From an optimization exercise on the open Yosys and OpenROAD flow, aimed at small area; shortcuts taken in it are not production practice. RTL that was checked went through simulation tests only; none was proved equivalent to the original. Power is estimated from default activity; no workload was simulated.

Setup of old:
==> module crtc, before the edit <==
module crtc(
    input clk,
    input reset,
    output ce_pixel,
    input [1:0] wr,
    input [4:0] address,
    input [15:0] din,
    output [15:0] dout,
    output hsync,
    output hblank,
    output [11:0] hcnt,
    output vsync,
    output vblank,
    output [11:0] vcnt,
    output [11:0] arx,
    output [11:0] ary,
	output [5:0] pll_addr,
	output [31:0] pll_value,
	output reg pll_write,
	input      pll_busy
);
localparam PLL_IO_REG = 15;
localparam HCNT_REG = 16;
localparam VCNT_REG = 17;
wire [15:0] wd = din & {16{~reset}};
wire [31:0] sel = 32'd1 << address;
wire [15:0] ctrl [0:31];
genvar k;
generate
for (k = 0; k < 32; k = k + 1) begin : g_reg
    if (k == PLL_IO_REG) begin : g_io
        assign ctrl[k] = 16'd0;
    end else if (k != HCNT_REG && k != VCNT_REG) begin : g_plain
        reg [15:0] q;
        wire en_lo = reset | (wr[0] & sel[k]);
        wire en_hi = reset | (wr[1] & sel[k]);
        always @(posedge clk) begin
            if (en_lo) q[7:0] <= wd[7:0];
            if (en_hi) q[15:8] <= wd[15:8];
        end
        assign ctrl[k] = q;
    end
end
endgenerate
wire [9:0] ce_num = ctrl[0][9:0];
wire [9:0] ce_denom = ctrl[1][9:0];
wire [11:0] hact = ctrl[2][11:0];
wire [11:0] hfp = ctrl[3][11:0];
wire [11:0] hs = ctrl[4][11:0];
wire [11:0] hbp = ctrl[5][11:0];
wire [11:0] vact = ctrl[6][11:0];
wire [11:0] vfp = ctrl[7][11:0];
wire [11:0] vs = ctrl[8][11:0];
wire [11:0] vbp = ctrl[9][11:0];
assign arx = ctrl[10][11:0];
assign ary = ctrl[11][11:0];
assign pll_addr = ctrl[14][5:0];
assign pll_value = {ctrl[12], ctrl[13]};
jtframe_frac_cen ce_pix_frac(
    .clk(clk),
    .rst(reset),
    .n(ce_num),
    .m(ce_denom),
    .cen(ce_pixel)
);
reg [11:0] hb_start, vb_start;
reg [11:0] hs_start, vs_start;
reg [11:0] hs_end, vs_end;
wire [11:0] hb_sum, vb_sum, hss_sum, vss_sum, hse_sum, vse_sum;
crtc_add12 u_hb (.a(hact), .b(hbp), .s(hb_sum));
crtc_add12 u_vb (.a(vact), .b(vbp), .s(vb_sum));
crtc_add12 u_hss(.a(hb_start), .b(hfp), .s(hss_sum));
crtc_add12 u_vss(.a(vb_start), .b(vfp), .s(vss_sum));
crtc_add12 u_hse(.a(hs_start), .b(hs), .s(hse_sum));
crtc_add12 u_vse(.a(vs_start), .b(vs), .s(vse_sum));
always @(posedge clk) begin
    if (reset) begin
        hb_start <= 12'd0;
        vb_start <= 12'd0;
        hs_start <= 12'd0;
        vs_start <= 12'd0;
        hs_end <= 12'd0;
        vs_end <= 12'd0;
    end else begin
        hb_start <= hb_sum;
        vb_start <= vb_sum;
        hs_start <= hss_sum;
        vs_start <= vss_sum;
        hs_end <= hse_sum;
        vs_end <= vse_sum;
    end
end
reg [15:0] hreg, vreg;
assign hcnt = hreg[11:0];
assign vcnt = vreg[11:0];
assign ctrl[HCNT_REG] = hreg;
assign ctrl[VCNT_REG] = vreg;
wire h_lt_bs_n, h_lt_bp, h_lt_ss_n, h_lt_se;
wire v_lt_bs_n, v_lt_bp, v_lt_ss_n, v_lt_se;
wire [12:0] hinc, vinc;
wire h_eq_se, v_eq_se;
crtc_inc12 u_hinc(.a(hcnt), .y(hinc));
crtc_inc12 u_vinc(.a(vcnt), .y(vinc));
crtc_eq12 u_heq(.a(hinc[11:0]), .b(hs_end), .y(h_eq_se));
crtc_eq12 u_veq(.a(vinc[11:0]), .b(vs_end), .y(v_eq_se));
wire hwrap = (|hs_end) & (~h_lt_se | h_eq_se);
wire vwrap = (|vs_end) & (~v_lt_se | v_eq_se);
always @(posedge clk) begin
    if (reset) begin
        hreg <= 16'd0;
    end else if (ce_pixel) begin
        hreg <= hwrap ? 16'd0 : {3'b000, hinc};
    end else begin
        if (wr[0] & sel[HCNT_REG]) hreg[7:0] <= din[7:0];
        if (wr[1] & sel[HCNT_REG]) hreg[15:8] <= din[15:8];
    end
end
always @(posedge clk) begin
    if (reset) begin
        vreg <= 16'd0;
    end else if (ce_pixel & hwrap) begin
        vreg <= vwrap ? 16'd0 : {3'b000, vinc};
    end else begin
        if (wr[0] & sel[VCNT_REG]) vreg[7:0] <= din[7:0];
        if (wr[1] & sel[VCNT_REG]) vreg[15:8] <= din[15:8];
    end
end
crtc_lt12 u_c0(.a(hcnt), .b(hb_start), .y(h_lt_bs_n));
crtc_lt12 u_c1(.a(hcnt), .b(hbp), .y(h_lt_bp));
crtc_lt12 u_c2(.a(hcnt), .b(hs_start), .y(h_lt_ss_n));
crtc_lt12 u_c3(.a(hcnt), .b(hs_end), .y(h_lt_se));
crtc_lt12 u_c4(.a(vcnt), .b(vb_start), .y(v_lt_bs_n));
crtc_lt12 u_c5(.a(vcnt), .b(vbp), .y(v_lt_bp));
crtc_lt12 u_c6(.a(vcnt), .b(vs_start), .y(v_lt_ss_n));
crtc_lt12 u_c7(.a(vcnt), .b(vs_end), .y(v_lt_se));
assign hblank = ~h_lt_bs_n | h_lt_bp;
assign hsync = ~h_lt_ss_n & h_lt_se;
assign vblank = ~v_lt_bs_n | v_lt_bp;
assign vsync = ~v_lt_ss_n & v_lt_se;
wire [15:0] rsrc [0:31];
generate
for (k = 0; k < 32; k = k + 1) begin : g_rsrc
    if (k == PLL_IO_REG) begin : g_io
        assign rsrc[k] = {16{pll_busy}};
    end else begin : g_r
        assign rsrc[k] = ctrl[k];
    end
end
endgenerate
genvar b, g;
generate
for (b = 0; b < 16; b = b + 1) begin : g_dout
    wire [10:0] t;
    for (g = 0; g < 10; g = g + 1) begin : g_grp
        crtc_aoi222 u(
            .a0(sel[3*g]),   .b0(rsrc[3*g][b]),
            .a1(sel[3*g+1]), .b1(rsrc[3*g+1][b]),
            .a2(sel[3*g+2]), .b2(rsrc[3*g+2][b]),
            .y(t[g]));
    end
    crtc_aoi22 u_last(
        .a0(sel[30]), .b0(rsrc[30][b]),
        .a1(sel[31]), .b1(rsrc[31][b]),
        .y(t[10]));
    assign dout[b] = ~&t;
end
endgenerate
wire pll_io_req = wr[0] && sel[PLL_IO_REG];
reg pll_io_req_prev;
always @(posedge clk) begin
    if (reset) begin
        pll_io_req_prev <= 1'b0;
        pll_write <= 1'b0;
    end else begin
        pll_io_req_prev <= pll_io_req;
        pll_write <= pll_io_req & ~pll_io_req_prev;
    end
end
endmodule
==> module crtc_lt12, before the edit <==
module crtc_lt12(
    input  [11:0] a,
    input  [11:0] b,
    output y
);
wire [12:0] c;
assign c[0] = 1'b0;
genvar i;
generate
for (i = 0; i < 12; i = i + 1) begin : g
    assign c[i+1] = (~a[i] & b[i]) | (~a[i] & c[i]) | (b[i] & c[i]);
end
endgenerate
assign y = c[12];
endmodule
Settings: LEC_CHECK=0, CAP_MARGIN=10, CORE_MARGIN=2, CORE_UTILIZATION=40, CTS_CLUSTER_DIAMETER=150, CTS_CLUSTER_SIZE=25, GPL_TIMING_DRIVEN=0, SETUP_SLACK_MARGIN=0.05, SLEW_MARGIN=10, SYNTH_HIERARCHICAL=1, SYNTH_MINIMUM_KEEP_SIZE=0; clock period 5.0 ns.
standard.sh (not shown) runs the stock make flow with config.mk's settings and CLKGATE_MAP_FILE= SYNTH_SCRIPT=/design/flow/synth_recipe.tcl, a recipe that flattens the netlist after the stock synthesis.
==> flow/flow/run.sh <==
#!/bin/bash
set -o pipefail
export BUFFER_PORTS_ARGS="-buffer_cell sky130_fd_sc_hd__buf_1"
bash standard.sh > standard.log 2>&1
What new does differently from old at the input level:
--- a/flow/design.v
+++ b/flow/design.v
@@ -207,14 +207,16 @@
         if (wr[1] & sel[VCNT_REG]) vreg[15:8] <= din[15:8];
     end
 end
-crtc_lt12 u_c0(.a(hcnt), .b(hb_start), .y(h_lt_bs_n));
-crtc_lt12 u_c1(.a(hcnt), .b(hbp), .y(h_lt_bp));
-crtc_lt12 u_c2(.a(hcnt), .b(hs_start), .y(h_lt_ss_n));
-crtc_lt12 u_c3(.a(hcnt), .b(hs_end), .y(h_lt_se));
-crtc_lt12 u_c4(.a(vcnt), .b(vb_start), .y(v_lt_bs_n));
-crtc_lt12 u_c5(.a(vcnt), .b(vbp), .y(v_lt_bp));
-crtc_lt12 u_c6(.a(vcnt), .b(vs_start), .y(v_lt_ss_n));
-crtc_lt12 u_c7(.a(vcnt), .b(vs_end), .y(v_lt_se));
+wire [11:0] hcnt_n = ~hcnt;
+wire [11:0] vcnt_n = ~vcnt;
+crtc_lt12 u_c0(.an(hcnt_n), .b(hb_start), .y(h_lt_bs_n));
+crtc_lt12 u_c1(.an(hcnt_n), .b(hbp), .y(h_lt_bp));
+crtc_lt12 u_c2(.an(hcnt_n), .b(hs_start), .y(h_lt_ss_n));
+crtc_lt12 u_c3(.an(hcnt_n), .b(hs_end), .y(h_lt_se));
+crtc_lt12 u_c4(.an(vcnt_n), .b(vb_start), .y(v_lt_bs_n));
+crtc_lt12 u_c5(.an(vcnt_n), .b(vbp), .y(v_lt_bp));
+crtc_lt12 u_c6(.an(vcnt_n), .b(vs_start), .y(v_lt_ss_n));
+crtc_lt12 u_c7(.an(vcnt_n), .b(vs_end), .y(v_lt_se));
 assign hblank = ~h_lt_bs_n | h_lt_bp;
 assign hsync = ~h_lt_ss_n & h_lt_se;
 assign vblank = ~v_lt_bs_n | v_lt_bp;
@@ -275,7 +277,7 @@
 endgenerate
 endmodule
 module crtc_lt12(
-    input  [11:0] a,
+    input  [11:0] an,
     input  [11:0] b,
     output y
 );
@@ -284,7 +286,7 @@
 genvar i;
 generate
 for (i = 0; i < 12; i = i + 1) begin : g
-    assign c[i+1] = (~a[i] & b[i]) | (~a[i] & c[i]) | (b[i] & c[i]);
+    assign c[i+1] = (an[i] & b[i]) | (an[i] & c[i]) | (b[i] & c[i]);
 end
 endgenerate
 assign y = c[12];
Findings:
[new] flow finished | final checks: failed | reasons: negative setup slack
new and old ended up with roughly the same overall power consumption.
old -> new: die area decreased slightly
Sort old and new by share of the clock period used by the worst path after layout asc -> top: old
Minimum clock period after layout (new over old): increase, 140 ps
From old to new the numbers moved as follows: final HPWL from detailed placement rose by 1.9%, buffers inserted during post-CTS setup optimization fell by 4, number of multi-input logic gates fell by 8, number of antenna violations at the first check in global routing rose by 5, proportion of power drawn by combinational gates rose by 1.5 points.
Compared with old, in new smallest setup slack after layout moved down, total wire length moved down, maximum fanout along the worst path level.
The RTL of old was laid out without a check of its function.

what the ideal ports hide:
In the flow no input, the clock included, has a driving cell. The finished layouts below were timed again as built, in two steps. Step 1 (the two cells are an assumption about what drives the block):
set clk [get_ports {clk}]
set_driving_cell -lib_cell sky130_fd_sc_hd__clkbuf_16 $clk
set_driving_cell -lib_cell sky130_fd_sc_hd__buf_2 [delete_from_list [all_inputs] $clk]
Step 2 times the ports against the registers' clock, not the clock port: input delays grow and output delays shrink by t, the midpoint of the rising clock arrivals with the driver on. Three values: no drivers, after step 1, after step 2; two values: the first two.
run	t, ns	setup WS [ns]	clock arrival spread, ns	pins driven straight from the clock port
old	0.676	0.061 / 0.031 / 0.031	0.019 / 0.020	1
new	0.673	-0.082 / -0.170 / -0.170	0.026 / 0.025	1
For new, which loses most, drivers alone change the setup slack by -0.088 ns; drivers and shift together by -0.088 ns.
